What follows belongs to an exercise in optimizing a design on an open flow for a short achievable clock period and few clock cycles; a production flow would make more cautious choices.
The RTL was checked by simulation tests, not by an equivalence proof against the original design.
Power is estimated from default activity; no workload was simulated.

==> design/flow/design.v <==
module cpu (
    input           clk,
    input           rst,
    output          imem_en,
    output          imem_wen,
    output  [31:0]  imem_addr,
    output  [31:0]  imem_wdata,
    input   [31:0]  imem_rdata,
    output          dmem_en,
    output          dmem_wen,
    output  [31:0]  dmem_addr,
    output  [31:0]  dmem_wdata,
    input   [31:0]  dmem_rdata
);
    function [31:0] bswap(input [31:0] v);
        bswap = {v[7:0], v[15:8], v[23:16], v[31:24]};
    endfunction
    function cond(input [2:0] f3, input [31:0] a, input [31:0] b);
        case (f3)
            3'b000:  cond = a == b;
            3'b001:  cond = a != b;
            3'b100:  cond = $signed(a) < $signed(b);
            3'b101:  cond = $signed(a) >= $signed(b);
            3'b110:  cond = a < b;
            default: cond = a >= b;
        endcase
    endfunction
    assign imem_en    = 1'b1;
    assign imem_wen   = 1'b0;
    assign imem_wdata = 32'h0;
    wire        flush;           
    wire [31:2] redirect;        
    wire        stall;           
    reg  [31:2] f_pc;
    assign imem_addr = {f_pc, 2'b00};
    reg  [15:0] btb_v;
    reg  [15:0] btb_fold;
    reg  [15:0] btb_br;          
    reg  [31:6] btb_tag [0:15];
    reg  [31:2] btb_t   [0:15];  
    reg  [31:2] btb_nt  [0:15];  
    reg  [ 1:0] btb_ctr [0:15];
    reg  [ 2:0] btb_f3  [0:15];
    reg  [ 4:0] btb_rs1 [0:15];
    reg  [ 4:0] btb_rs2 [0:15];
    wire [ 3:0] f_idx    = f_pc[5:2];
    wire        f_hit    = btb_v[f_idx] && btb_tag[f_idx] == f_pc[31:6];
    wire        f_ptaken = btb_ctr[f_idx][1];
    wire [31:2] f_pc4    = f_pc + 30'd1;
    wire [31:2] f_pred   = !f_hit ? f_pc4 : f_ptaken ? btb_t[f_idx] : btb_nt[f_idx];
    always @(posedge clk) begin
        if (rst)
            f_pc <= 30'h400;
        else if (flush)
            f_pc <= redirect;
        else if (!stall)
            f_pc <= f_pred;
    end
    reg         d_valid;
    reg  [31:0] d_ir;
    reg  [31:2] d_pc;
    reg  [31:2] d_pred;
    reg         d_fold;          
    reg         d_bf;            
    reg         d_bf_pt;         
    reg  [31:2] d_bf_alt;        
    reg  [ 2:0] d_bf_f3;
    reg  [ 4:0] d_bf_rs1;
    reg  [ 4:0] d_bf_rs2;
    always @(posedge clk) begin
        if (rst || flush)
            d_valid <= 1'b0;
        else if (!stall)
            d_valid <= 1'b1;
        if (!stall) begin
            d_ir     <= bswap(imem_rdata);
            d_pc     <= f_pc;
            d_pred   <= f_pred;
            d_fold   <= f_hit && btb_fold[f_idx];
            d_bf     <= f_hit && btb_fold[f_idx] && btb_br[f_idx];
            d_bf_pt  <= f_ptaken;
            d_bf_alt <= f_ptaken ? btb_nt[f_idx] : btb_t[f_idx];
            d_bf_f3  <= btb_f3[f_idx];
            d_bf_rs1 <= btb_rs1[f_idx];
            d_bf_rs2 <= btb_rs2[f_idx];
        end
    end
    wire [6:0] d_op  = d_ir[6:0];
    wire [2:0] d_f3  = d_ir[14:12];
    wire [4:0] d_rs1 = d_ir[19:15];
    wire [4:0] d_rs2 = d_ir[24:20];
    wire [4:0] d_rd  = d_ir[11:7];
    wire d_lui   = d_op == 7'b0110111;
    wire d_auipc = d_op == 7'b0010111;
    wire d_jal   = d_op == 7'b1101111;
    wire d_jalr  = d_op == 7'b1100111;
    wire d_br    = d_op == 7'b1100011;
    wire d_ld    = d_op == 7'b0000011;
    wire d_st    = d_op == 7'b0100011;
    wire d_iop   = d_op == 7'b0010011;
    wire d_rop   = d_op == 7'b0110011;
    wire d_wr      = (d_lui | d_auipc | d_jal | d_jalr | d_ld | d_iop | d_rop) && d_rd != 5'd0;
    wire d_use1    = d_jalr | d_br | d_ld | d_st | d_iop | d_rop;
    wire d_use2    = d_br | d_st | d_rop;
    wire [31:0] d_immI = {{20{d_ir[31]}}, d_ir[31:20]};
    wire [31:0] d_immS = {{20{d_ir[31]}}, d_ir[31:25], d_ir[11:7]};
    wire [31:0] d_immB = {{20{d_ir[31]}}, d_ir[7], d_ir[30:25], d_ir[11:8], 1'b0};
    wire [31:0] d_immU = {d_ir[31:12], 12'b0};
    wire [31:0] d_immJ = {{12{d_ir[31]}}, d_ir[19:12], d_ir[20], d_ir[30:21], 1'b0};
    wire [31:0] d_imm = d_st            ? d_immS :
                        (d_lui|d_auipc) ? d_immU :
                        d_jal           ? 32'd4  :
                                          d_immI;
    wire [31:2] d_tgt = d_pc + (d_jal ? d_immJ[31:2] : d_immB[31:2]);
    wire [31:2] d_pc4 = d_pc + 30'd1;
    reg  [31:0] rf [0:31];
    reg         w_valid;
    reg         w_wr;
    reg  [ 4:0] w_rd;
    reg  [31:0] w_data;
    wire        w_we = w_valid && w_wr;
    always @(posedge clk) begin
        if (w_we)
            rf[w_rd] <= w_data;
    end
    function [31:0] rd_reg(input [4:0] r);
        rd_reg = r == 5'd0 ? 32'h0 : (w_we && w_rd == r) ? w_data : rf[r];
    endfunction
    wire [31:0] d_ra = rd_reg(d_rs1);
    wire [31:0] d_rb = rd_reg(d_rs2);
    wire [31:0] d_rx = rd_reg(d_bf_rs1);
    wire [31:0] d_ry = rd_reg(d_bf_rs2);
    reg         e_valid;
    reg         e_wr;
    reg  [ 4:0] e_rd;
    reg         e_ld;
    reg         m_valid;
    reg         m_wr;
    reg  [ 4:0] m_rd;
    wire d_fa_m = e_valid && e_wr && e_rd == d_rs1;
    wire d_fa_w = m_valid && m_wr && m_rd == d_rs1;
    wire d_fb_m = e_valid && e_wr && e_rd == d_rs2;
    wire d_fb_w = m_valid && m_wr && m_rd == d_rs2;
    wire d_fx_m = e_valid && e_wr && e_rd == d_bf_rs1;
    wire d_fx_w = m_valid && m_wr && m_rd == d_bf_rs1;
    wire d_fy_m = e_valid && e_wr && e_rd == d_bf_rs2;
    wire d_fy_w = m_valid && m_wr && m_rd == d_bf_rs2;
    assign stall = d_valid && e_ld && !d_br &&
                   ((d_fa_m && d_use1) || (d_fb_m && d_use2));
    reg  [31:2] e_pc4;
    reg  [31:2] e_pc;
    reg  [31:2] e_pred;
    reg  [31:2] e_tgt;
    reg  [31:0] e_ra;
    reg  [31:0] e_rb;
    reg  [31:0] e_rx;
    reg  [31:0] e_ry;
    reg  [31:0] e_imm;
    reg         e_bimm;
    reg         e_fa_m, e_fa_w, e_fb_m, e_fb_w;
    reg         e_fx_m, e_fx_w, e_fy_m, e_fy_w;
    reg         e_late_a, e_late_b, e_late_x, e_late_y;
    reg         e_self_x, e_self_y;
    reg         e_st, e_br, e_jal, e_jalr;
    reg  [ 2:0] e_f3;
    reg  [ 4:0] e_rs1, e_rs2;
    reg  [ 3:0] e_aluop;
    reg         e_fold;
    reg         e_bf;
    reg         e_bf_pt;
    reg  [31:2] e_bf_alt;
    reg  [ 2:0] e_bf_f3;
    always @(posedge clk) begin
        if (rst || flush || stall)
            e_valid <= 1'b0;
        else
            e_valid <= d_valid;
        e_wr     <= d_wr;
        e_rd     <= d_rd;
        e_ld     <= d_ld;
        e_st     <= d_st;
        e_br     <= d_br;
        e_jal    <= d_jal;
        e_jalr   <= d_jalr;
        e_f3     <= d_f3;
        e_rs1    <= d_rs1;
        e_rs2    <= d_rs2;
        e_pc     <= d_pc;
        e_pc4    <= d_pc4;
        e_pred   <= d_pred;
        e_tgt    <= d_tgt;
        e_ra     <= d_auipc | d_jal ? {d_pc, 2'b00} : d_lui ? 32'h0 : d_ra;
        e_rb     <= d_rb;
        e_rx     <= d_rx;
        e_ry     <= d_ry;
        e_imm    <= d_imm;
        e_bimm   <= !(d_rop | d_br);
        e_fa_m   <= d_fa_m && d_use1;
        e_fa_w   <= d_fa_w && d_use1;
        e_fb_m   <= d_fb_m && d_use2;
        e_fb_w   <= d_fb_w && d_use2;
        e_fx_m   <= d_fx_m;
        e_fx_w   <= d_fx_w;
        e_fy_m   <= d_fy_m;
        e_fy_w   <= d_fy_w;
        e_late_a <= d_fa_m && d_br && e_ld;
        e_late_b <= d_fb_m && d_br && e_ld;
        e_late_x <= d_fx_m && e_ld;
        e_late_y <= d_fy_m && e_ld;
        e_self_x <= d_wr && d_rd == d_bf_rs1;
        e_self_y <= d_wr && d_rd == d_bf_rs2;
        e_fold   <= d_fold;
        e_bf     <= d_bf;
        e_bf_pt  <= d_bf_pt;
        e_bf_alt <= d_bf_alt;
        e_bf_f3  <= d_bf_f3;
        e_aluop  <= d_rop ? {d_ir[30], d_f3} :
                    d_iop ? {d_f3 == 3'b101 && d_ir[30], d_f3} : 4'b0000;
    end
    reg  [31:0] m_res;
    wire [31:0] e_a  = e_fa_m ? m_res : e_fa_w ? w_data : e_ra;
    wire [31:0] e_b  = e_fb_m ? m_res : e_fb_w ? w_data : e_rb;
    wire [31:0] e_x  = e_fx_m ? m_res : e_fx_w ? w_data : e_rx;
    wire [31:0] e_y  = e_fy_m ? m_res : e_fy_w ? w_data : e_ry;
    wire [31:0] e_ob = e_bimm ? e_imm : e_b;
    wire [ 4:0] e_sh = e_ob[4:0];
    reg  [31:0] e_alu;
    always @(*) begin
        case (e_aluop)
            4'b0000: e_alu = e_a + e_ob;
            4'b1000: e_alu = e_a - e_ob;
            4'b0001: e_alu = e_a << e_sh;
            4'b0010: e_alu = {31'b0, $signed(e_a) < $signed(e_ob)};
            4'b0011: e_alu = {31'b0, e_a < e_ob};
            4'b0100: e_alu = e_a ^ e_ob;
            4'b0101: e_alu = e_a >> e_sh;
            4'b1101: e_alu = $signed(e_a) >>> e_sh;
            4'b0110: e_alu = e_a | e_ob;
            4'b0111: e_alu = e_a & e_ob;
            default: e_alu = e_a + e_ob;
        endcase
    end
    reg         m_ld, m_br, m_jalr, m_taken_always;
    reg  [ 2:0] m_f3;
    reg  [ 4:0] m_rs1, m_rs2;
    reg  [31:0] m_a, m_b;
    reg         m_late_a, m_late_b;
    reg  [31:2] m_pc, m_pc4, m_tgt;
    reg         m_t_bad, m_nt_bad;
    reg         m_jal;
    reg         m_den, m_dwen;
    reg  [31:0] m_sdata;
    reg         m_self_a, m_self_b;
    reg         m_fold, m_bf, m_bf_pt;
    reg  [31:2] m_bf_alt;
    reg  [ 2:0] m_cf3;
    always @(posedge clk) begin
        if (rst || flush) begin
            m_valid <= 1'b0;
            m_den   <= 1'b0;
            m_dwen  <= 1'b0;
        end else begin
            m_valid <= e_valid;
            m_den   <= e_valid && (e_ld || e_st);
            m_dwen  <= e_valid && e_st;
        end
        m_wr     <= e_wr;
        m_rd     <= e_rd;
        m_ld     <= e_ld;
        m_br     <= e_br;
        m_jal    <= e_jal;
        m_jalr   <= e_jalr;
        m_taken_always <= e_jal || e_jalr;
        m_f3     <= e_f3;
        m_rs1    <= e_rs1;
        m_rs2    <= e_rs2;
        m_cf3    <= e_bf ? e_bf_f3 : e_f3;
        m_a      <= e_bf ? e_x : e_a;
        m_b      <= e_bf ? e_y : e_b;
        m_late_a <= e_bf ? e_late_x : e_late_a;
        m_late_b <= e_bf ? e_late_y : e_late_b;
        m_self_a <= e_bf && e_self_x;
        m_self_b <= e_bf && e_self_y;
        m_pc     <= e_pc;
        m_pc4    <= e_pc4;
        m_tgt    <= e_tgt;
        m_t_bad  <= e_jalr || e_tgt != e_pred;
        m_nt_bad <= (e_br || !e_fold) && e_pc4 != e_pred;
        m_res    <= e_alu;
        m_sdata  <= bswap(e_b);
        m_fold   <= e_fold;
        m_bf     <= e_bf;
        m_bf_pt  <= e_bf_pt;
        m_bf_alt <= e_bf_alt;
    end
    assign dmem_en    = m_den;
    assign dmem_wen   = m_dwen;
    assign dmem_addr  = m_res;
    assign dmem_wdata = m_sdata;
    wire [31:0] m_host = m_ld ? bswap(dmem_rdata) : m_res;
    wire [31:0] m_ca = m_self_a ? m_host : m_late_a ? w_data : m_a;
    wire [31:0] m_cb = m_self_b ? m_host : m_late_b ? w_data : m_b;
    wire        m_cond  = cond(m_cf3, m_ca, m_cb);
    wire        m_taken = m_taken_always || (m_br && m_cond);
    assign flush    = m_valid && (m_bf ? m_cond != m_bf_pt : m_taken ? m_t_bad : m_nt_bad);
    assign redirect = m_bf ? m_bf_alt : !m_taken ? m_pc4 : m_jalr ? m_res[31:2] : m_tgt;
    reg  [31:2] w_pc;
    reg         w_ctrl;
    reg         w_bf;
    always @(posedge clk) begin
        if (rst)
            w_valid <= 1'b0;
        else
            w_valid <= m_valid;
        w_wr     <= m_wr;
        w_rd     <= m_rd;
        w_data   <= m_jalr ? {m_pc4, 2'b00} : m_ld ? bswap(dmem_rdata) : m_res;
        w_pc     <= m_pc;
        w_ctrl   <= m_br || m_jal || m_jalr;
        w_bf     <= m_bf;
    end
    reg         u_valid;
    reg         u_taken;
    reg         u_jal;
    reg         u_fold;
    reg  [31:2] u_pc;
    reg  [31:2] u_tgt;
    reg  [31:2] u_pc4;
    reg  [ 2:0] u_f3;
    reg  [ 4:0] u_rs1, u_rs2;
    reg         v_valid;
    reg         v_taken;
    reg  [31:2] v_pc;
    wire m_host_ok = w_valid && !w_ctrl && !w_bf;
    always @(posedge clk) begin
        if (rst)
            u_valid <= 1'b0;
        else
            u_valid <= m_valid && (m_br || m_jal);
        u_taken <= m_taken;
        u_jal   <= m_jal;
        u_fold  <= m_host_ok && (m_br || !m_wr);
        u_pc    <= (m_host_ok && (m_br || !m_wr)) ? w_pc : m_pc;
        u_tgt   <= m_tgt;
        u_pc4   <= m_pc4;
        u_f3    <= m_f3;
        u_rs1   <= m_rs1;
        u_rs2   <= m_rs2;
        if (rst)
            v_valid <= 1'b0;
        else
            v_valid <= m_valid && m_bf;
        v_taken <= m_cond;
        v_pc    <= m_pc;
    end
    wire [3:0] u_idx = u_pc[5:2];
    wire       u_hit = btb_v[u_idx] && !btb_fold[u_idx] && btb_tag[u_idx] == u_pc[31:6];
    wire [1:0] u_ctr = btb_ctr[u_idx];
    wire [3:0] v_idx = v_pc[5:2];
    wire       v_hit = btb_v[v_idx] && btb_fold[v_idx] && btb_br[v_idx] && btb_tag[v_idx] == v_pc[31:6];
    wire [1:0] v_ctr = btb_ctr[v_idx];
    wire       v_do  = v_valid && v_hit;
    always @(posedge clk) begin
        if (rst)
            btb_v <= 16'h0;
        else if (u_valid && (u_taken || u_fold))
            btb_v[u_idx] <= 1'b1;
        if (u_valid) begin
            if (u_fold) begin
                btb_fold[u_idx] <= 1'b1;
                btb_br[u_idx]   <= !u_jal;
                btb_tag[u_idx]  <= u_pc[31:6];
                btb_rs1[u_idx]  <= u_rs1;
                btb_rs2[u_idx]  <= u_rs2;
                btb_f3[u_idx]   <= u_f3;
                if (u_jal) begin
                    btb_nt[u_idx]  <= u_tgt;
                    btb_ctr[u_idx] <= 2'b00;
                end else begin
                    btb_t[u_idx]   <= u_tgt;
                    btb_nt[u_idx]  <= u_pc4;
                    btb_ctr[u_idx] <= u_taken ? 2'b10 : 2'b01;
                end
            end else if (u_taken) begin
                btb_fold[u_idx] <= 1'b0;
                btb_tag[u_idx]  <= u_pc[31:6];
                btb_t[u_idx]    <= u_tgt;
                btb_nt[u_idx]   <= u_pc4;
                btb_ctr[u_idx]  <= u_jal ? 2'b11 : !u_hit ? 2'b10 : u_ctr == 2'b11 ? 2'b11 : u_ctr + 2'b01;
            end else if (u_hit) begin
                btb_ctr[u_idx]  <= u_ctr == 2'b00 ? 2'b00 : u_ctr - 2'b01;
            end
        end
        if (v_do) begin
            if (v_taken)
                btb_ctr[v_idx] <= v_ctr == 2'b11 ? 2'b11 : v_ctr + 2'b01;
            else
                btb_ctr[v_idx] <= v_ctr == 2'b00 ? 2'b00 : v_ctr - 2'b01;
        end
    end
endmodule
==> design/flow/flow/run.sh <==
#!/bin/bash
# Standard layout, with timing repair aimed at a shorter period than the
# 11 ns constraint (the constraint itself is unchanged).
set -euo pipefail
bash standard.sh SETUP_SLACK_MARGIN=7.5 finish > standard_flow.log 2>&1
==> design/flow/standard.sh <==
#!/bin/bash
# synth_recipe.tcl (not shown) runs the flow's synth.tcl, then flattens the netlist and writes it again
# the make line also repeats each setting of config.mk as NAME=value (left out here)
make -C /OpenROAD-flow-scripts/flow DESIGN_CONFIG=/design/flow/config.mk WORK_HOME=/design/flow/orfs CLKGATE_MAP_FILE= SYNTH_SCRIPT=/design/flow/synth_recipe.tcl "${@:-finish}"
==> design/flow/config.mk <==
export PLATFORM = sky130hd
export DESIGN_NAME = cpu
export DESIGN_NICKNAME = cpu
export VERILOG_FILES = /design/flow/design.v
export SDC_FILE = /design/flow/constraint.sdc
export NUM_CORES = 4
export LEC_CHECK = 0
export CAP_MARGIN = 20
export CORE_MARGIN = 2
export CORE_UTILIZATION = 40
export SLEW_MARGIN = 20
==> design/flow/constraint.sdc <==
create_clock -name core_clock -period 11.0 [get_ports {clk}]
set_input_delay 2.2000 -clock core_clock [delete_from_list [all_inputs] [get_ports {clk}]]
set_output_delay 2.2000 -clock core_clock [all_outputs]
set_load 0.01 [all_outputs]
==> results of run 1 <==
[power groups by stage]
stage | Clock (uW) | Sequential, uW | Combinational (uW)
2_1_floorplan | 0 | 16700 | 4420
3_3_place_gp | 0 | 17200 | 7310
3_5_place_dp | 0 | 17200 | 7340
4_1_cts | 14000 | 16700 | 8830
5_1_grt | 14500 | 16800 | 9550
6_report | 13900 | 16800 | 9370
[cell usage after synthesis (54+ instances only)]
library cell                  n
sky130_fd_sc_hd__mux4_2    1811
sky130_fd_sc_hd__nand4_1     63
sky130_fd_sc_hd__nor2_1     573
sky130_fd_sc_hd__xor2_1      74
sky130_fd_sc_hd__a22oi_1     59
sky130_fd_sc_hd__a211oi_1   122
sky130_fd_sc_hd__ha_1       164
sky130_fd_sc_hd__nand2_1    672
sky130_fd_sc_hd__clkbuf_1   604
sky130_fd_sc_hd__dfxtp_1    882
sky130_fd_sc_hd__a221oi_1   103
sky130_fd_sc_hd__a21o_1      58
sky130_fd_sc_hd__xnor2_1    222
sky130_fd_sc_hd__buf_1      237
sky130_fd_sc_hd__edfxtp_1  2810
sky130_fd_sc_hd__nand2b_1    54
sky130_fd_sc_hd__mux2i_1    780
sky130_fd_sc_hd__mux2_2     257
sky130_fd_sc_hd__buf_2       84
sky130_fd_sc_hd__o21ai_0    395
sky130_fd_sc_hd__nor3_1      66
sky130_fd_sc_hd__a21oi_1    371
sky130_fd_sc_hd__o211ai_1    69
sky130_fd_sc_hd__nand3_1     87
sky130_fd_sc_hd__o21a_1      96
sky130_fd_sc_hd__o22ai_1     96
sky130_fd_sc_hd__inv_1      186
[stage by stage]
step / hold slack (ns) / setup WS [ns]
floorplan: 0.310 / 5.54
CTS: 0.271 / 6.06
global route: 0.271 / 5.81
detailed placement: 0.312 / 3.39
global placement: 0.310 / 3.49
finish: 0.288 / 5.87
[state kept, by name (all words and copies together) (netlist names), 48 cells and up, named ones only]
name and flops:
btb_tag 416, btb_rs2 80, btb_nt 480, btb_rs1 80, btb_f3 48, btb_t 480
rf 1024
[cells by family after synthesis]
logic type,synth area share (%)
AOI/OAI and AO/OA,6.32
xor gates and xnor gates,1.42
adders and majority gates,1.17
buffers and inverters,2.63
DFF,55.8
muxes,28.3
other,0.00411
and+or+nand+nor,4.31
[how the worst min path moves through the flow]
stage	from	to	slack, ns	depth (start not counted)
5_1_grt	e_pc[30]	m_pc[30]	0.27	0
2_1_floorplan	e_bf_alt[10]	m_bf_alt[10]	0.31	0
6_report	e_pc[30]	m_pc[30]	0.29	0
4_1_cts	e_pc[30]	m_pc[30]	0.27	0
3_5_place_dp	e_bf_alt[19]	m_bf_alt[19]	0.31	0
3_3_place_gp	e_pc[30]	m_pc[30]	0.31	0
[cells in the final DEF (no fill, tap or decap), drive strengths merged, types with 35 or more instances in the layout]
cell type and n:
a211oi 122, diode 35, edfxtp 2810, dfxtp 882, a21o 58, nor2 575, clkbuf 519, o21a 96
and2 51, clkinv 161, a21oi 371, nand2 673, mux4 1823, nand2b 54, conb 36, nor2b 46
mux2 257, nand3 87, mux2i 781, o22ai 96, and3 44, bufbuf 37, xnor2 222, buf 1041
nand4 63, a22oi 59, xor2 74, bufinv 41, o221ai 46, o21ai 398, a221oi 103, ha 164
nor3 68, o211ai 69, inv 214
[worst reg2reg max path, stage by stage (launching register included)]
cell and delay, ns:
sky130_fd_sc_hd__dfxtp_2 0.51, sky130_fd_sc_hd__buf_4 0.53, sky130_fd_sc_hd__mux2_4 0.45, sky130_fd_sc_hd__nand2_1 0.07
sky130_fd_sc_hd__o21ai_1 0.08, sky130_fd_sc_hd__ha_1 0.35, sky130_fd_sc_hd__nand4_1 0.14, sky130_fd_sc_hd__buf_6 0.18
sky130_fd_sc_hd__or4_4 0.55, sky130_fd_sc_hd__a31oi_4 0.26, sky130_fd_sc_hd__o31a_1 0.18, sky130_fd_sc_hd__nand4_1 0.12
sky130_fd_sc_hd__buf_6 0.18, sky130_fd_sc_hd__a31oi_4 0.20, sky130_fd_sc_hd__buf_12 0.15, sky130_fd_sc_hd__buf_6 0.11
sky130_fd_sc_hd__mux2i_4 0.24, sky130_fd_sc_hd__buf_6 0.14, sky130_fd_sc_hd__buf_12 0.12, sky130_fd_sc_hd__o211ai_1 0.13
sky130_fd_sc_hd__o221a_1 0.27
[cell type report]
| class | instances | area share (%) |
|---|---|---|
| clock inverters | 232 | 1.13 |
| well taps | 6000 | 3.41 |
| diodes | 35 | 0.0398 |
| repair inverters | 9 | 0.0642 |
| clock buffers | 500 | 4.95 |
| multi-input cells | 6854 | 37.1 |
| inverters | 195 | 0.389 |
| repair buffers | 1143 | 6.44 |
| flip-flops and latches | 3692 | 46.5 |
[layer usage]
metal | track usage (%) | wire length, um | share of wire [%]
met5 | 0.271 | 734 | 0.097
met2 | 47.2 | 330000 | 44
met1 | 40.8 | 270000 | 36
met3 | 8.84 | 94300 | 12
met4 | 19.8 | 59700 | 7.9
[what timing repair did]
item | 4_1_cts | 5_1_grt
cloned | 78 | 17
gates resized for setup | 1906 | 335
buffers inserted | 408 | 101
pin swaps | 262 | 157
endpoints found under the setup margin | 2026 | 537
==> impl_metrics.toml, run 1 <==
[placement]
dp_cells = 17289
hpwl_mm = 448
place_area_um2 = 193000
place.gp.congestion = 0.957
io_buffer_count = 161

[detailed_routing]
tritonroute_pass_1_iters = 6
vias = 125854
postRouteWirelength_mm = 755
post_drt_via_cell_ratio = 6.74
drc_violation_count_after_routing = 0
first_iter_violations = 19504
wl_per_cell_um = 40.4
final_antenna_net_count = 0

[power]
power.combinational.fraction_pct = 23.4
proportion_of_power_drawn_by_flip_flops_and_latches_pct = 41.9
power-per-cell-area_nw_per_um2 = 182
p_sw_share_pct = 30.7
power.total_uw = 40100
internal-power_uw = 27800
max-vdd-ir-drop_uv = 146
net-switching-power_uw = 12300
share_clk_of_total_power_pct = 34.7
static-leakage-power_uw = 0.0737

[yosys]
ys_seq_elements = 3692
yosys-top-cells-area = "sky130_fd_sc_hd__edfxtp_1 46%, sky130_fd_sc_hd__mux4_2 22%, sky130_fd_sc_hd__dfxtp_1 9.7%"
yosysWarnings = 1
synthDominantAreaCellType = "sky130_fd_sc_hd__edfxtp_1"
netlist_area_um2 = 183000
synth_enable_flop_cells = 2810
syn_inst = 11682
avgSynthCellArea_um2 = 15.6
synth_cell_type_count = 89
synth_top_area_share_pct = 46.2
synth_sequential_area_ratio_pct = 55.8
postSynth.asyncResetShare_pct = 0
ys.flop_type = "sky130_fd_sc_hd__edfxtp_1"

[setup_path]
cp_data_arrival_time_ns = 6.06
critical_path.startpoint_type = "input pin"
critical_path.reg2reg.endpoint = "f_pc[4]"
cp_data_required_time_ns = 11.92
worstReg2RegStart = "m_ld"
crit_path_cell_trace = "buf_12 > mux2_4 > nand2_2 > o21ai_2 > ha_4 > nand4_1 > or4_4 > a31oi_4 > o31a_1 > nand4_1 > buf_6 > a31oi_4 > buf_12 > buf_6 > mux2i_4 > buf_6 > buf_12 > o211ai_1 > o221a_1"
r2r_setup_slack_ns = 5.98
worst_setup_path_startpoint = "dmem_rdata[3]"
setup.worst_path.end = "f_pc[4]"
worst_path_max_delay_cell = "sky130_fd_sc_hd__or4_4"
slowest_delay_ns = 0.61
worst_path_dominant_cell_family = "compound AO/OA/AOI/OAI gates"
path_buf_inv = 6
worstRegToRegCells = 20
worstSetupPathType = "in -> reg"
cp.depth = 19
critical_path.max_fanout = 7
worstSetupEndpointType = "flop"

[grt]
global_route.usage.total_pct = 31.6
grt_pass1_wl_mm = 1020
globalRouteOverflowTotal = 0
grt_pass1_vias = 121844
grt_max_degree = 129
grt_antenna_before_repair = 76

[timing]
final_hold_viol_count = 0
final_setup_violating_endpoints = 0
fin_tns_setup_ns = 0
rsz0062_at_grt = "true"
finClkSkew_ns = 0.102
final.min_clock_period_ns = 5.13
maxSlewViolCount = 0
actual_transition_at_the_worst_max_transition_pin_ns = 1.27
timing.fmax_mhz = 195
timing.slew.headroom_pct = 15.4
min_period_over_period_pct = 46.7

[layout]
final_nets = 12520
fin_cells = 18660
post_layout_inst_area_um2 = 220000
flow.area_growth_from_synthesis_pct = 20.5
layout-drive-gt1-share_pct = 37.4
utilization_pct = 48.3
fillerInstances = 37930
multi_input_comb_area_um2 = 81700
final-seq-area_um2 = 102000

[floorplan]
start_util_pct = 40.1
die_w_um = 680
io_pins = 198
die-area_um2 = 462000
die-height_um = 680
placeableCoreArea_um2 = 456000
rows = 248

[clocking]
cts_num_sinks = 3692
clock_buffers_created_by_tritoncts = 392
holdBufCountCts = 0
htreeDepth = 5
path_clk_slew_ns = 0.06
clock_latency_ns = 1.06
cts.root.buffer_cell = "sky130_fd_sc_hd__clkbuf_16"
max-clock-path-buffers = 4
tritoncts = "built"

[run_status]
result_of_the_run = "complete, no violations"

[hold_path]
min_path_type = "reg -> reg"

[job]
drv.max_cap_violation_count = 0
Testbench counts, summed over its fixed seeds: cycles 92,093.
==> inputs of run 2 (changes only) <==
--- a/design/flow/design.v
+++ b/design/flow/design.v
@@ -17,11 +17,42 @@
     endfunction
-    function cond(input [2:0] f3, input [31:0] a, input [31:0] b);
-        case (f3)
-            3'b000:  cond = a == b;
-            3'b001:  cond = a != b;
-            3'b100:  cond = $signed(a) < $signed(b);
-            3'b101:  cond = $signed(a) >= $signed(b);
-            3'b110:  cond = a < b;
-            default: cond = a >= b;
-        endcase
+    function ltu32(input [31:0] a, input [31:0] b);
+        reg [31:0] p, g, gn;
+        integer i, d;
+        begin
+            p = ~(a ^ b);
+            g = a & ~b;
+            g[0] = g[0] | p[0];
+            for (d = 1; d < 32; d = d * 2) begin
+                gn = g;
+                for (i = d; i < 32; i = i + 1) begin
+                    gn[i] = g[i] | (p[i] & g[i-d]);
+                end
+                for (i = 31; i >= d; i = i - 1) begin
+                    p[i] = p[i] & p[i-d];
+                end
+                g = gn;
+            end
+            ltu32 = !g[31];
+        end
+    endfunction
+    function [32:0] add32(input [31:0] a, input [31:0] b, input ci);
+        reg [31:0] p, g, gn, pn;
+        integer i, d;
+        begin
+            p = a ^ b;
+            g = a & b;
+            g[0] = g[0] | (p[0] & ci);
+            pn = p;
+            for (d = 1; d < 32; d = d * 2) begin
+                gn = g;
+                for (i = d; i < 32; i = i + 1) begin
+                    gn[i] = g[i] | (pn[i] & g[i-d]);
+                end
+                for (i = 31; i >= d; i = i - 1) begin
+                    pn[i] = pn[i] & pn[i-d];
+                end
+                g = gn;
+            end
+            add32 = {g[31], p ^ {g[30:0], ci}};
+        end
     endfunction
@@ -50,2 +81,26 @@
     wire [31:2] f_pred   = !f_hit ? f_pc4 : f_ptaken ? btb_t[f_idx] : btb_nt[f_idx];
+    reg  [15:0] ic_v;
+    reg  [31:6] ic_tag  [0:15];
+    reg  [31:0] ic_word [0:15];
+    reg         f_fill;
+    always @(posedge clk) begin
+        if (rst)
+            ic_v <= 16'h0;
+        else if (f_fill)
+            ic_v[f_idx] <= 1'b1;
+        if (f_fill) begin
+            ic_tag[f_idx]  <= f_pc[31:6];
+            ic_word[f_idx] <= bswap(imem_rdata);
+        end
+    end
+    reg  [31:2] m_bf_alt;
+    wire [ 3:0] a_idx    = m_bf_alt[5:2];
+    wire        a_ic     = ic_v[a_idx] && ic_tag[a_idx] == m_bf_alt[31:6];
+    wire        a_hit    = btb_v[a_idx] && btb_tag[a_idx] == m_bf_alt[31:6];
+    wire        a_ptaken = btb_ctr[a_idx][1];
+    wire [31:2] a_pc4    = m_bf_alt + 30'd1;
+    wire [31:2] a_pred   = !a_hit ? a_pc4 : a_ptaken ? btb_t[a_idx] : btb_nt[a_idx];
+    reg         m_bf;
+    wire        ic_ok    = m_bf && a_ic;
+    wire        use_ic   = flush && ic_ok;
     always @(posedge clk) begin
@@ -54,5 +109,6 @@
         else if (flush)
-            f_pc <= redirect;
+            f_pc <= use_ic ? a_pred : redirect;
         else if (!stall)
             f_pc <= f_pred;
+        f_fill <= !rst && flush && !use_ic;
     end
@@ -70,7 +126,20 @@
     always @(posedge clk) begin
-        if (rst || flush)
+        if (rst)
             d_valid <= 1'b0;
+        else if (flush)
+            d_valid <= use_ic;
         else if (!stall)
             d_valid <= 1'b1;
-        if (!stall) begin
+        if (use_ic) begin
+            d_ir     <= ic_word[a_idx];
+            d_pc     <= m_bf_alt;
+            d_pred   <= a_pred;
+            d_fold   <= a_hit && btb_fold[a_idx];
+            d_bf     <= a_hit && btb_fold[a_idx] && btb_br[a_idx];
+            d_bf_pt  <= a_ptaken;
+            d_bf_alt <= a_ptaken ? btb_nt[a_idx] : btb_t[a_idx];
+            d_bf_f3  <= btb_f3[a_idx];
+            d_bf_rs1 <= btb_rs1[a_idx];
+            d_bf_rs2 <= btb_rs2[a_idx];
+        end else if (!stall) begin
             d_ir     <= bswap(imem_rdata);
@@ -148,3 +217,3 @@
     assign stall = d_valid && e_ld && !d_br &&
-                   ((d_fa_m && d_use1) || (d_fb_m && d_use2));
+                   ((d_fa_m && d_use1) || (d_fb_m && d_rop));
     reg  [31:2] e_pc4;
@@ -157,4 +226,7 @@
     reg  [31:0] e_ry;
-    reg  [31:0] e_imm;
-    reg         e_bimm;
+    reg  [31:0] e_sv;
+    reg         e_fs_m, e_fs_w;
+    reg         e_sub;
+    reg         e_sel_add, e_sel_sll, e_sel_sr, e_sel_sra, e_sel_slt, e_sel_sltu;
+    reg         e_sel_xor, e_sel_or, e_sel_and;
     reg         e_fa_m, e_fa_w, e_fb_m, e_fb_w;
@@ -162,2 +234,3 @@
     reg         e_late_a, e_late_b, e_late_x, e_late_y;
+    reg         e_late_s;
     reg         e_self_x, e_self_y;
@@ -166,3 +239,2 @@
     reg  [ 4:0] e_rs1, e_rs2;
-    reg  [ 3:0] e_aluop;
     reg         e_fold;
@@ -192,11 +264,12 @@
         e_ra     <= d_auipc | d_jal ? {d_pc, 2'b00} : d_lui ? 32'h0 : d_ra;
-        e_rb     <= d_rb;
+        e_rb     <= (d_rop | d_br) ? d_rb : d_imm;
+        e_sv     <= d_rb;
+        e_fs_m   <= d_fb_m && d_st;
+        e_fs_w   <= d_fb_w && d_st;
         e_rx     <= d_rx;
         e_ry     <= d_ry;
-        e_imm    <= d_imm;
-        e_bimm   <= !(d_rop | d_br);
         e_fa_m   <= d_fa_m && d_use1;
         e_fa_w   <= d_fa_w && d_use1;
-        e_fb_m   <= d_fb_m && d_use2;
-        e_fb_w   <= d_fb_w && d_use2;
+        e_fb_m   <= d_fb_m && (d_rop | d_br);
+        e_fb_w   <= d_fb_w && (d_rop | d_br);
         e_fx_m   <= d_fx_m;
@@ -207,2 +280,3 @@
         e_late_b <= d_fb_m && d_br && e_ld;
+        e_late_s <= d_fb_m && d_st && e_ld;
         e_late_x <= d_fx_m && e_ld;
@@ -216,4 +290,13 @@
         e_bf_f3  <= d_bf_f3;
-        e_aluop  <= d_rop ? {d_ir[30], d_f3} :
-                    d_iop ? {d_f3 == 3'b101 && d_ir[30], d_f3} : 4'b0000;
+        e_sub      <= (d_rop && d_ir[30] && d_f3 == 3'b000) ||
+                      ((d_rop | d_iop) && (d_f3 == 3'b010 || d_f3 == 3'b011));
+        e_sel_add  <= !(d_rop | d_iop) || d_f3 == 3'b000;
+        e_sel_sll  <= (d_rop | d_iop) && d_f3 == 3'b001;
+        e_sel_slt  <= (d_rop | d_iop) && d_f3 == 3'b010;
+        e_sel_sltu <= (d_rop | d_iop) && d_f3 == 3'b011;
+        e_sel_xor  <= (d_rop | d_iop) && d_f3 == 3'b100;
+        e_sel_sr   <= (d_rop | d_iop) && d_f3 == 3'b101;
+        e_sel_sra  <= d_ir[30];
+        e_sel_or   <= (d_rop | d_iop) && d_f3 == 3'b110;
+        e_sel_and  <= (d_rop | d_iop) && d_f3 == 3'b111;
     end
@@ -222,22 +305,21 @@
     wire [31:0] e_b  = e_fb_m ? m_res : e_fb_w ? w_data : e_rb;
+    wire [31:0] e_s  = e_fs_m ? m_res : e_fs_w ? w_data : e_sv;
     wire [31:0] e_x  = e_fx_m ? m_res : e_fx_w ? w_data : e_rx;
     wire [31:0] e_y  = e_fy_m ? m_res : e_fy_w ? w_data : e_ry;
-    wire [31:0] e_ob = e_bimm ? e_imm : e_b;
-    wire [ 4:0] e_sh = e_ob[4:0];
-    reg  [31:0] e_alu;
-    always @(*) begin
-        case (e_aluop)
-            4'b0000: e_alu = e_a + e_ob;
-            4'b1000: e_alu = e_a - e_ob;
-            4'b0001: e_alu = e_a << e_sh;
-            4'b0010: e_alu = {31'b0, $signed(e_a) < $signed(e_ob)};
-            4'b0011: e_alu = {31'b0, e_a < e_ob};
-            4'b0100: e_alu = e_a ^ e_ob;
-            4'b0101: e_alu = e_a >> e_sh;
-            4'b1101: e_alu = $signed(e_a) >>> e_sh;
-            4'b0110: e_alu = e_a | e_ob;
-            4'b0111: e_alu = e_a & e_ob;
-            default: e_alu = e_a + e_ob;
-        endcase
-    end
+    wire [ 2:0] e_cf3    = e_bf ? e_bf_f3 : e_f3;
+    wire        e_t_bad  = e_jalr || e_tgt != e_pred;
+    wire        e_nt_bad = (e_br || !e_fold) && e_pc4 != e_pred;
+    wire [ 4:0] e_sh  = e_b[4:0];
+    wire [32:0] e_sum = add32(e_a, e_b ^ {32{e_sub}}, e_sub);
+    wire        e_ltu = !e_sum[32];
+    wire        e_lt  = e_a[31] != e_b[31] ? e_a[31] : e_sum[31];
+    wire [31:0] e_srx = $signed({e_sel_sra & e_a[31], e_a}) >>> e_sh;
+    wire [31:0] e_alu = ({32{e_sel_add}} & e_sum[31:0]) |
+                        ({32{e_sel_sll}} & (e_a << e_sh)) |
+                        ({32{e_sel_sr}}  & e_srx) |
+                        ({32{e_sel_slt}} & {31'b0, e_lt}) |
+                        ({32{e_sel_sltu}} & {31'b0, e_ltu}) |
+                        ({32{e_sel_xor}} & (e_a ^ e_b)) |
+                        ({32{e_sel_or}}  & (e_a | e_b)) |
+                        ({32{e_sel_and}} & (e_a & e_b));
     reg         m_ld, m_br, m_jalr, m_taken_always;
@@ -248,3 +330,2 @@
     reg  [31:2] m_pc, m_pc4, m_tgt;
-    reg         m_t_bad, m_nt_bad;
     reg         m_jal;
@@ -252,6 +333,9 @@
     reg  [31:0] m_sdata;
-    reg         m_self_a, m_self_b;
-    reg         m_fold, m_bf, m_bf_pt;
-    reg  [31:2] m_bf_alt;
-    reg  [ 2:0] m_cf3;
+    reg  [31:0] m_addr;
+    reg         m_res_a, m_res_b;    
+    reg         m_in_a, m_in_b;      
+    reg         m_fold, m_bf_pt;
+    reg         m_c_eq, m_c_lt, m_c_ltu, m_c_inv;
+    reg         m_fl_t, m_fl_nt, m_fl;
+    reg  [31:2] m_redir;
     always @(posedge clk) begin
@@ -276,3 +360,6 @@
         m_rs2    <= e_rs2;
-        m_cf3    <= e_bf ? e_bf_f3 : e_f3;
+        m_c_eq   <= !e_cf3[2];
+        m_c_lt   <= e_cf3[2:1] == 2'b10;
+        m_c_ltu  <= e_cf3[2:1] == 2'b11;
+        m_c_inv  <= e_cf3[0];
         m_a      <= e_bf ? e_x : e_a;
@@ -281,4 +368,10 @@
         m_late_b <= e_bf ? e_late_y : e_late_b;
-        m_self_a <= e_bf && e_self_x;
-        m_self_b <= e_bf && e_self_y;
+        m_res_a  <= e_bf && e_self_x && !e_ld;
+        m_res_b  <= e_bf && e_self_y && !e_ld;
+        m_in_a   <= e_bf && e_self_x && e_ld;
+        m_in_b   <= e_bf && e_self_y && e_ld;
+        m_fl_t   <= (e_bf && !e_bf_pt) || (e_br && e_t_bad);
+        m_fl_nt  <= (e_bf && e_bf_pt) || (e_br && e_nt_bad);
+        m_fl     <= !e_bf && !e_br && ((e_jal || e_jalr) ? e_t_bad : e_nt_bad);
+        m_redir  <= e_bf ? e_bf_alt : (e_jal || (e_br && e_t_bad)) ? e_tgt : e_pc4;
         m_pc     <= e_pc;
@@ -286,6 +379,6 @@
         m_tgt    <= e_tgt;
-        m_t_bad  <= e_jalr || e_tgt != e_pred;
-        m_nt_bad <= (e_br || !e_fold) && e_pc4 != e_pred;
         m_res    <= e_alu;
-        m_sdata  <= bswap(e_b);
+        if (e_ld || e_st)
+            m_addr <= e_alu;
+        m_sdata  <= e_late_s ? dmem_rdata : bswap(e_s);
         m_fold   <= e_fold;
@@ -297,11 +390,15 @@
     assign dmem_wen   = m_dwen;
-    assign dmem_addr  = m_res;
+    assign dmem_addr  = m_addr;
     assign dmem_wdata = m_sdata;
-    wire [31:0] m_host = m_ld ? bswap(dmem_rdata) : m_res;
-    wire [31:0] m_ca = m_self_a ? m_host : m_late_a ? w_data : m_a;
-    wire [31:0] m_cb = m_self_b ? m_host : m_late_b ? w_data : m_b;
-    wire        m_cond  = cond(m_cf3, m_ca, m_cb);
+    wire [31:0] m_ra = m_res_a ? m_res : m_late_a ? w_data : m_a;
+    wire [31:0] m_rb = m_res_b ? m_res : m_late_b ? w_data : m_b;
+    wire [31:0] m_ca = m_in_a ? bswap(dmem_rdata) : m_ra;
+    wire [31:0] m_cb = m_in_b ? bswap(dmem_rdata) : m_rb;
+    wire        m_eq    = m_ca == m_cb;
+    wire        m_ltu   = ltu32(m_ca, m_cb);
+    wire        m_lt    = ltu32({!m_ca[31], m_ca[30:0]}, {!m_cb[31], m_cb[30:0]});
+    wire        m_cond  = m_c_inv ^ ((m_c_eq & m_eq) | (m_c_lt & m_lt) | (m_c_ltu & m_ltu));
     wire        m_taken = m_taken_always || (m_br && m_cond);
-    assign flush    = m_valid && (m_bf ? m_cond != m_bf_pt : m_taken ? m_t_bad : m_nt_bad);
-    assign redirect = m_bf ? m_bf_alt : !m_taken ? m_pc4 : m_jalr ? m_res[31:2] : m_tgt;
+    assign flush    = m_valid && (m_fl || (m_cond ? m_fl_t : m_fl_nt));
+    assign redirect = m_jalr ? m_res[31:2] : m_redir;
     reg  [31:2] w_pc;
==> impl_metrics.toml, run 2 <==
[yosys]
avgSynthCellArea_um2 = 16.4
netlist_area_um2 = 236000
synth_most_common_cell = "sky130_fd_sc_hd__edfxtp_1"
netlist_top_cells_count = "3770 x sky130_fd_sc_hd__edfxtp_1, 2755 x sky130_fd_sc_hd__mux4_2, 1028 x sky130_fd_sc_hd__nand2_1"
synth_sequential_area_ratio_pct = 55.9
synthDominantAreaCellType = "sky130_fd_sc_hd__edfxtp_1"
yosys.area_share.adder_pct = 0.925
complex_gate_fraction_of_the_synthesized_area_pct = 4.31
yosys-top-cells-area = "sky130_fd_sc_hd__edfxtp_1 48%, sky130_fd_sc_hd__mux4_2 26%, sky130_fd_sc_hd__dfxtp_1 8.0%"
synth_xor_area_share_pct = 1.54
dominant_combinational_cell_family_by_area_after_synthesis = "multiplexers"
synth_cell_type_count = 98
synth_enable_flop_cells = 3770
syn_inst = 14413
synth.mux.area_fraction_pct = 30.5
yosysWarnings = 1
postSynth.asyncResetShare_pct = 0
ys_seq_elements = 4715
ys.flop_type = "sky130_fd_sc_hd__edfxtp_1"
synthSimpleGateAreaFrac_pct = 4.26
synth_top_area_share_pct = 47.9

[timing]
finClkSkew_ns = 0.0740
final_setup_violating_endpoints = 0
final_hold_viol_count = 0
maxSlewViolCount = 0
rsz0062_at_grt = "true"
final.min_clock_period_ns = 4.95
actual_transition_at_the_worst_max_transition_pin_ns = 1.29
min_period_over_period_pct = 45.0
timing.fmax_mhz = 202
fin_tns_setup_ns = 0
timing.slew.headroom_pct = 11.4

[floorplan]
io_pins = 198
die_w_um = 773
start_util_pct = 40.1
die-area_um2 = 597000
die-height_um = 773
rows = 282
placeableCoreArea_um2 = 589000

[setup_path]
worstRegToRegCells = 15
cp_data_required_time_ns = 11.87
cp_data_arrival_time_ns = 5.82
worstSetupEndpointType = "flop"
slowest_delay_ns = 0.42
worstSetupPathType = "in -> reg"
critical_path.max_fanout = 9
crit_path_cell_trace = "buf_2 > nand2_1 > o21ai_0 > ha_1 > nand3_4 > o21bai_4 > a211oi_2 > a2111o_1 > buf_6 > a211oi_2 > a31o_4 > o41ai_4 > buf_12 > buf_4 > nor2_4 > buf_12 > buf_16 > a211oi_2 > a21oi_1"
critical_path.startpoint_type = "input pin"
timing.critical_path.mode_cell = "sky130_fd_sc_hd__a211oi_2"
worst_path_max_delay_cell = "sky130_fd_sc_hd__ha_1"

[clocking]
tritoncts = "built"
clock_buffers_created_by_tritoncts = 526
max-clock-path-buffers = 4
cts_num_sinks = 4715
htreeDepth = 6
cts.root.buffer_cell = "sky130_fd_sc_hd__clkbuf_16"
holdBufCountCts = 0
clock_latency_ns = 1.17
path_clk_slew_ns = 0.06

[layout]
mostFrequentLayoutCell = "sky130_fd_sc_hd__edfxtp_1"
regMostFlops = "rf"
layout-drive-gt1-share_pct = 36.8
most-common-layout-cells = "3770 x sky130_fd_sc_hd__edfxtp_1, 2753 x sky130_fd_sc_hd__mux4_2, 1007 x sky130_fd_sc_hd__nand2_1, 829 x sky130_fd_sc_hd__dfxtp_1, 765 x sky130_fd_sc_hd__mux2i_1"
final_nets = 15260
fillerInstances = 49462
reg_top3 = "rf (1024), ic_word (512)"
largest_register_ffs = 1024
flow.area_growth_from_synthesis_pct = 18.3
fin_cells = 23330

[grt]
grt_pass1_wl_mm = 1290
grt_antenna_before_repair = 117
globalRouteOverflowTotal = 0
grt_pass1_vias = 149918
grt_max_degree = 112
global_route.usage.total_pct = 31.2

[detailed_routing]
final_antenna_net_count = 0
wl_per_cell_um = 41.3
vias = 158447
post_drt_via_cell_ratio = 6.79
postRouteWirelength_mm = 964
tritonroute_pass_1_iters = 11
first_iter_violations = 26239
drc_violation_count_after_routing = 0

[power]
max-vdd-ir-drop_uv = 240
static-leakage-power_uw = 0.0924
power.total_uw = 57100
power-per-cell-area_nw_per_um2 = 204

[run_status]
result_of_the_run = "complete, no violations"

[placement]
hpwl_mm = 562
place.gp.congestion = 0.986
dp_cells = 21687
io_buffer_count = 161

[job]
drv.max_cap_violation_count = 0

[hold_path]
worst_hold_path.num_cells = 0
min_path_type = "reg -> reg"
## run 2: cell types whose count changed after synthesis, moves of 82 or more
cell	before	now
sky130_fd_sc_hd__a221oi_1	103	21
sky130_fd_sc_hd__buf_2	84	193
sky130_fd_sc_hd__clkbuf_1	604	720
sky130_fd_sc_hd__edfxtp_1	2810	3770
sky130_fd_sc_hd__mux2_2	257	120
sky130_fd_sc_hd__mux2i_1	780	875
sky130_fd_sc_hd__mux4_2	1811	2755
sky130_fd_sc_hd__nand2_1	672	1028
sky130_fd_sc_hd__nor2_1	573	670
sky130_fd_sc_hd__o21ai_0	395	582
## run 2: final timing paths
| kind | start | to | slack (ns) |
|---|---|---|---|
| hold / removal | e_pc[23] | m_pc[23] | 0.33 |
| hold reg to reg | e_pc[23] | m_pc[23] | 0.33 |
| setup reg to reg | m_bf_alt[3] | d_ir[6] | 6.08 |
| setup / recovery | dmem_rdata[28] | d_bf_alt[14] | 6.05 |
## run 2: layout make-up
cell class                      instances  area (um^2)  share of cell area, %
Sequential cell                      4715       132000                   47.4
Multi-Input combinational cell       8337       103000                   36.8
Timing Repair Buffer                 1273        15900                   5.69
Clock buffer                          695        14700                   5.25
Tap cell                             7810         9770                   3.49
Clock inverter                        267         3230                   1.15
Inverter                              169          686                  0.245
Antenna cell                           64          160                 0.0573
## run 2: critical path, delay by kind of cell
family	cells	cell delay, ns
AO/OA/AOI/OAI	9	1.73
buffers and inverters	6	1.04
adder cells (fa/ha/maj)	1	0.42
AND/OR/NAND/NOR	3	0.38
## run 2: what timing repair did
item	CTS	global route
setup buffers	350	119
pin swaps	207	117
gates cloned	114	32
gates resized for setup	1664	287
endpoints found under the setup margin	2502	992
## run 2: kinds of logic (layout without fill, tap and decap cells)
kind of cell	after synthesis	after routing
simple gates	2302	2318
flops	4715	4715
fa+ha+maj	174	175
buf+inv	1412	2404
other cells	2	100
compound gates	1639	1639
xor+xnor	416	416
mux	3753	3753
## run 2: metal layers
metal | global-route usage, % | wire, um | vias to the layer above
met4 | 21.8 | 86300 | 72
met5 | 0.0797 | 785 | -
li1 | - | - | 60256
met1 | 39.3 | 334000 | 82338
met3 | 11.1 | 131000 | 3132
met2 | 44.9 | 412000 | 12649
## run 2: report_power, final
group,switching (uW),internal [uW]
sequential,1010,20400
combinational,10200,7040
clock,7820,10600
total,19100,38000
## run 2: through the flow
step	worst slack [ns]	hold WS, ns	utilization (%)	area [um^2]
floorplan	4.40	0.310	-	237000
global placement	3.11	0.311	42.1	248000
detailed placement	3.01	0.312	42.1	248000
CTS	6.29	0.317	46.9	276000
global route	6.01	0.330	47.4	280000
finish	6.05	0.325	47.5	280000
Testbench counts of run 2, summed over its fixed seeds: cycles 80,939.
==> inputs of run 3 (changes only) <==
--- a/design/flow/design.v
+++ b/design/flow/design.v
@@ -81,26 +81,4 @@
     wire [31:2] f_pred   = !f_hit ? f_pc4 : f_ptaken ? btb_t[f_idx] : btb_nt[f_idx];
-    reg  [15:0] ic_v;
-    reg  [31:6] ic_tag  [0:15];
-    reg  [31:0] ic_word [0:15];
-    reg         f_fill;
-    always @(posedge clk) begin
-        if (rst)
-            ic_v <= 16'h0;
-        else if (f_fill)
-            ic_v[f_idx] <= 1'b1;
-        if (f_fill) begin
-            ic_tag[f_idx]  <= f_pc[31:6];
-            ic_word[f_idx] <= bswap(imem_rdata);
-        end
-    end
-    reg  [31:2] m_bf_alt;
-    wire [ 3:0] a_idx    = m_bf_alt[5:2];
-    wire        a_ic     = ic_v[a_idx] && ic_tag[a_idx] == m_bf_alt[31:6];
-    wire        a_hit    = btb_v[a_idx] && btb_tag[a_idx] == m_bf_alt[31:6];
-    wire        a_ptaken = btb_ctr[a_idx][1];
-    wire [31:2] a_pc4    = m_bf_alt + 30'd1;
-    wire [31:2] a_pred   = !a_hit ? a_pc4 : a_ptaken ? btb_t[a_idx] : btb_nt[a_idx];
     reg         m_bf;
-    wire        ic_ok    = m_bf && a_ic;
-    wire        use_ic   = flush && ic_ok;
+    reg  [31:2] m_bf_alt;
     always @(posedge clk) begin
@@ -109,49 +87,17 @@
         else if (flush)
-            f_pc <= use_ic ? a_pred : redirect;
+            f_pc <= redirect;
         else if (!stall)
             f_pc <= f_pred;
-        f_fill <= !rst && flush && !use_ic;
-    end
-    reg         d_valid;
-    reg  [31:0] d_ir;
-    reg  [31:2] d_pc;
-    reg  [31:2] d_pred;
-    reg         d_fold;          
-    reg         d_bf;            
-    reg         d_bf_pt;         
-    reg  [31:2] d_bf_alt;        
-    reg  [ 2:0] d_bf_f3;
-    reg  [ 4:0] d_bf_rs1;
-    reg  [ 4:0] d_bf_rs2;
-    always @(posedge clk) begin
-        if (rst)
-            d_valid <= 1'b0;
-        else if (flush)
-            d_valid <= use_ic;
-        else if (!stall)
-            d_valid <= 1'b1;
-        if (use_ic) begin
-            d_ir     <= ic_word[a_idx];
-            d_pc     <= m_bf_alt;
-            d_pred   <= a_pred;
-            d_fold   <= a_hit && btb_fold[a_idx];
-            d_bf     <= a_hit && btb_fold[a_idx] && btb_br[a_idx];
-            d_bf_pt  <= a_ptaken;
-            d_bf_alt <= a_ptaken ? btb_nt[a_idx] : btb_t[a_idx];
-            d_bf_f3  <= btb_f3[a_idx];
-            d_bf_rs1 <= btb_rs1[a_idx];
-            d_bf_rs2 <= btb_rs2[a_idx];
-        end else if (!stall) begin
-            d_ir     <= bswap(imem_rdata);
-            d_pc     <= f_pc;
-            d_pred   <= f_pred;
-            d_fold   <= f_hit && btb_fold[f_idx];
-            d_bf     <= f_hit && btb_fold[f_idx] && btb_br[f_idx];
-            d_bf_pt  <= f_ptaken;
-            d_bf_alt <= f_ptaken ? btb_nt[f_idx] : btb_t[f_idx];
-            d_bf_f3  <= btb_f3[f_idx];
-            d_bf_rs1 <= btb_rs1[f_idx];
-            d_bf_rs2 <= btb_rs2[f_idx];
-        end
     end
+    wire        d_valid  = 1'b1;
+    wire [31:0] d_ir     = bswap(imem_rdata);
+    wire [31:2] d_pc     = f_pc;
+    wire [31:2] d_pred   = f_pred;
+    wire        d_fold   = f_hit && btb_fold[f_idx];             
+    wire        d_bf     = f_hit && btb_fold[f_idx] && btb_br[f_idx];
+    wire        d_bf_pt  = f_ptaken;                           
+    wire [31:2] d_bf_alt = f_ptaken ? btb_nt[f_idx] : btb_t[f_idx];
+    wire [ 2:0] d_bf_f3  = btb_f3[f_idx];
+    wire [ 4:0] d_bf_rs1 = btb_rs1[f_idx];
+    wire [ 4:0] d_bf_rs2 = btb_rs2[f_idx];
     wire [6:0] d_op  = d_ir[6:0];
@@ -182,4 +128,3 @@
                                           d_immI;
-    wire [31:2] d_tgt = d_pc + (d_jal ? d_immJ[31:2] : d_immB[31:2]);
-    wire [31:2] d_pc4 = d_pc + 30'd1;
+    wire [31:2] d_pc4 = f_pc4;
     reg  [31:0] rf [0:31];
@@ -221,3 +166,4 @@
     reg  [31:2] e_pred;
-    reg  [31:2] e_tgt;
+    reg  [31:2] e_boff;
+    wire [31:2] e_tgt = e_pc + e_boff;
     reg  [31:0] e_ra;
@@ -262,3 +208,3 @@
         e_pred   <= d_pred;
-        e_tgt    <= d_tgt;
+        e_boff   <= d_jal ? d_immJ[31:2] : d_immB[31:2];
         e_ra     <= d_auipc | d_jal ? {d_pc, 2'b00} : d_lui ? 32'h0 : d_ra;
==> impl_metrics.toml, run 3 <==
[yosys]
ys.flop_type = "sky130_fd_sc_hd__edfxtp_1"
netlist_area_um2 = 178000
synth_most_common_cell = "sky130_fd_sc_hd__edfxtp_1"
avgSynthCellArea_um2 = 14.8
yosysWarnings = 1
syn_inst = 12023
postSynth.asyncResetShare_pct = 0
yosys-top-cells-area = "sky130_fd_sc_hd__edfxtp_1 46%, sky130_fd_sc_hd__mux4_2 20%, sky130_fd_sc_hd__dfxtp_1 9.8%"
ys_seq_elements = 3579
synth_sequential_area_ratio_pct = 55.3
synthDominantAreaCellType = "sky130_fd_sc_hd__edfxtp_1"
netlist_top_cells_count = "2704 x sky130_fd_sc_hd__edfxtp_1, 1609 x sky130_fd_sc_hd__mux4_2, 1007 x sky130_fd_sc_hd__mux2i_1"
synth_cell_type_count = 88
synth_top_area_share_pct = 45.5
synth_enable_flop_cells = 2704

[setup_path]
worstReg2RegStart = "m_res_a"
critical_path.max_fanout = 8
cp_data_required_time_ns = 11.88
worstRegToRegCells = 21
cp_data_arrival_time_ns = 5.62
critical_path.startpoint_type = "input pin"
critical_path.reg2reg.endpoint = "f_pc[10]"
worst_path_max_delay_cell = "sky130_fd_sc_hd__dlygate4sd2_1"
worstSetupEndpointType = "flop"
path_buf_inv = 5
r2r_setup_slack_ns = 6.35
worstSetupPathType = "in -> reg"
timing.critical_path.mode_cell = "sky130_fd_sc_hd__buf_6"
worst_setup_path_startpoint = "dmem_rdata[19]"
crit_path_cell_trace = "dlygate4sd2_1 > a21oi_1 > ha_1 > nand4_1 > nor2_1 > a21boi_1 > o21ai_1 > a31oi_4 > buf_12 > nor4b_4 > nor4bb_4 > buf_6 > buf_6 > buf_16 > a211oi_2 > a211oi_1"
slowest_delay_ns = 0.53
worst_path_dominant_cell_family = "buffers and inverters"

[clocking]
htreeDepth = 5
tritoncts = "built"
holdBufCountCts = 0
clock_buffers_created_by_tritoncts = 374
clock_latency_ns = 1.04
cts.root.buffer_cell = "sky130_fd_sc_hd__clkbuf_16"
cts_num_sinks = 3579
path_clk_slew_ns = 0.07
max-clock-path-buffers = 4

[power]
power.combinational.fraction_pct = 28.0
max-vdd-ir-drop_uv = 149
internal-power_uw = 28100
static-leakage-power_uw = 0.0761
p_sw_share_pct = 33.0
power-per-cell-area_nw_per_um2 = 187
proportion_of_power_drawn_by_flip_flops_and_latches_pct = 40.1
share_clk_of_total_power_pct = 31.9
net-switching-power_uw = 13800

[floorplan]
die-area_um2 = 451000
start_util_pct = 40.1
io_pins = 198
rows = 245
placeableCoreArea_um2 = 445000
die_w_um = 672
die-height_um = 672

[timing]
timing.slew.headroom_pct = 15.6
fin_tns_setup_ns = 0
timing.fmax_mhz = 211
min_period_over_period_pct = 43.0
rsz0062_at_grt = "true"
maxSlewViolCount = 0
final_setup_violating_endpoints = 0
final_hold_viol_count = 0
final.min_clock_period_ns = 4.74
actual_transition_at_the_worst_max_transition_pin_ns = 1.27
finClkSkew_ns = 0.0726

[placement]
io_buffer_count = 161
place.gp.congestion = 0.948
hpwl_mm = 427

[grt]
grt_pass1_wl_mm = 1070
global_route.usage.total_pct = 34.2
grt_max_degree = 154
grt_antenna_before_repair = 85
globalRouteOverflowTotal = 0
grt_pass1_vias = 126739

[detailed_routing]
tritonroute_pass_1_iters = 19
final_antenna_net_count = 0
first_iter_violations = 24009
postRouteWirelength_mm = 809
drc_violation_count_after_routing = 0
wl_per_cell_um = 42.2
post_drt_via_cell_ratio = 6.98
vias = 133900

[layout]
flow.area_growth_from_synthesis_pct = 25.8
reg_top3 = "rf (1024), btb_nt (480), btb_t (480)"
final-seq-area_um2 = 99000
utilization_pct = 50.5
final_nets = 13088
most-common-layout-cells = "2704 x sky130_fd_sc_hd__edfxtp_1, 1608 x sky130_fd_sc_hd__mux4_2, 943 x sky130_fd_sc_hd__mux2i_1, 777 x sky130_fd_sc_hd__nand2_1, 749 x sky130_fd_sc_hd__dfxtp_1"
multi_input_comb_area_um2 = 83300
fillerInstances = 35944
regMostFlops = "rf"
largest_register_ffs = 1024
layout-drive-gt1-share_pct = 38.4
mostFrequentLayoutCell = "sky130_fd_sc_hd__edfxtp_1"

[hold_path]
hold_end = "u_rs1[1]"
min_path_type = "reg -> reg"
holdCritStartpoint = "m_rs1[1]"
worst_hold_path.num_cells = 0

[job]
drv.max_cap_violation_count = 0

[run_status]
result_of_the_run = "complete, no violations"
[run 3: cell types whose count changed after synthesis, moves of 75 or more]
cell,delta
sky130_fd_sc_hd__buf_2,-107
sky130_fd_sc_hd__mux4_2,-1146
sky130_fd_sc_hd__mux2_2,+75
sky130_fd_sc_hd__nand2_1,-199
sky130_fd_sc_hd__nor2_1,-77
sky130_fd_sc_hd__edfxtp_1,-1066
sky130_fd_sc_hd__mux2i_1,+132
sky130_fd_sc_hd__a221oi_1,+242
sky130_fd_sc_hd__a22oi_1,+79
[run 3: metal layers]
| layer | vias up | global-route usage, % | routed length (um) |
|---|---|---|---|
| met5 | - | 0.616 | 824 |
| met4 | 44 | 26.9 | 81000 |
| met3 | 3721 | 14.7 | 125000 |
| met2 | 12623 | 48.5 | 336000 |
| met1 | 67346 | 40.8 | 266000 |
| li1 | 50166 | - | - |
[run 3: what timing repair did]
item	4_1_cts	5_1_grt
setup endpoints to repair	2179	626
cloned	204	44
pin swaps	361	358
resized for setup	2151	745
buffers inserted	494	243
[run 3: logic make-up (layout without fill, tap and decap cells)]
family	after synthesis	after routing	synth area share, %
buffers and inverters	1207	2310	2.71
adder cells (fa/ha/maj)	167	167	1.18
AO/OA/AOI/OAI	2019	2027	7.35
other	2	106	0.00421
multiplexers	2811	2815	27.2
AND/OR/NAND/NOR	1920	1926	4.65
flip-flops	3579	3579	55.3
XOR/XNOR	318	318	1.60
[run 3: layout make-up]
| class | instances | share of cell area, % |
|---|---|---|
| antenna | 70 | 0.0780 |
| multi-input combinational | 7289 | 37.1 |
| inverter | 141 | 0.250 |
| tap | 5928 | 3.30 |
| clock inverter | 190 | 0.904 |
| sequential | 3579 | 44.1 |
| clock buffer | 507 | 4.79 |
| timing repair buffer | 1472 | 9.51 |
[run 3: power by group through the flow]
stage / Sequential (uW) / Clock (uW) / Combinational, uW
2_1_floorplan: 16400 / 0 / 4970
3_3_place_gp: 17000 / 0 / 7630
3_5_place_dp: 17100 / 0 / 7690
4_1_cts: 16700 / 13400 / 10400
5_1_grt: 16800 / 13900 / 11800
6_report: 16800 / 13400 / 11700
[run 3: worst max-delay path by stage]
| stage | end | slack (ns) | cells after the start |
|---|---|---|---|
| 2_1_floorplan | f_pc[28] | 6.28 | 16 |
| 3_3_place_gp | f_pc[4] | 4.07 | 13 |
| 3_5_place_dp | f_pc[4] | 4.07 | 13 |
| 4_1_cts | f_pc[5] | 6.42 | 18 |
| 5_1_grt | f_pc[15] | 6.25 | 20 |
| 6_report | f_pc[10] | 6.26 | 16 |
[run 3: metrics by stage]
stage	hold slack, ns	power (uW)	instance area (um^2)	setup slack (ns)	instances
after floorplan	0.310	21300	181000	6.28	12057
after global placement	0.312	24700	187000	4.07	17422
after detailed placement	0.312	24800	188000	4.07	17424
after CTS	0.317	40500	218000	6.42	18819
after global routing	0.322	42400	224000	6.25	19127
final	0.320	41900	225000	6.26	19176
Testbench counts of run 3, summed over its fixed seeds: cycles 80,859.

[afterwards: timing with drivers on the ports]
The flow's constraints put no driver on any port. The routed layouts listed below were extracted and timed again, unchanged, in two steps.
Step 1 (the two cells are an assumption about what drives the block):
set clk [get_ports {clk}]
set_driving_cell -lib_cell sky130_fd_sc_hd__clkbuf_16 $clk
set_driving_cell -lib_cell sky130_fd_sc_hd__buf_2 [delete_from_list [all_inputs] $clk]
Step 2 also shifts input and output timing later by t, the mid clock arrival at the registers, as if the neighbouring blocks saw the same clock.
Three values: no drivers, after step 1, after step 2; two values: the first two.
| run | t, ns | slack for setup (ns) | worst setup path after step 2 | slew at the worst register clock pin (ns) |
|---|---|---|---|---|
| run 1 | 1.120 | 5.866 / 5.925 / 4.805 | input to register | 0.08 / 0.08 |
| run 2 | 1.233 | 6.048 / 5.901 / 4.668 | input to register | 0.08 / 0.08 |
| run 3 | 1.121 | 6.265 / 6.348 / 5.227 | input to register | 0.08 / 0.08 |
After both steps every run listed still meets setup and hold. For run 2, which loses most, drivers alone change the setup slack by -0.147 ns; drivers and shift together by -1.380 ns.
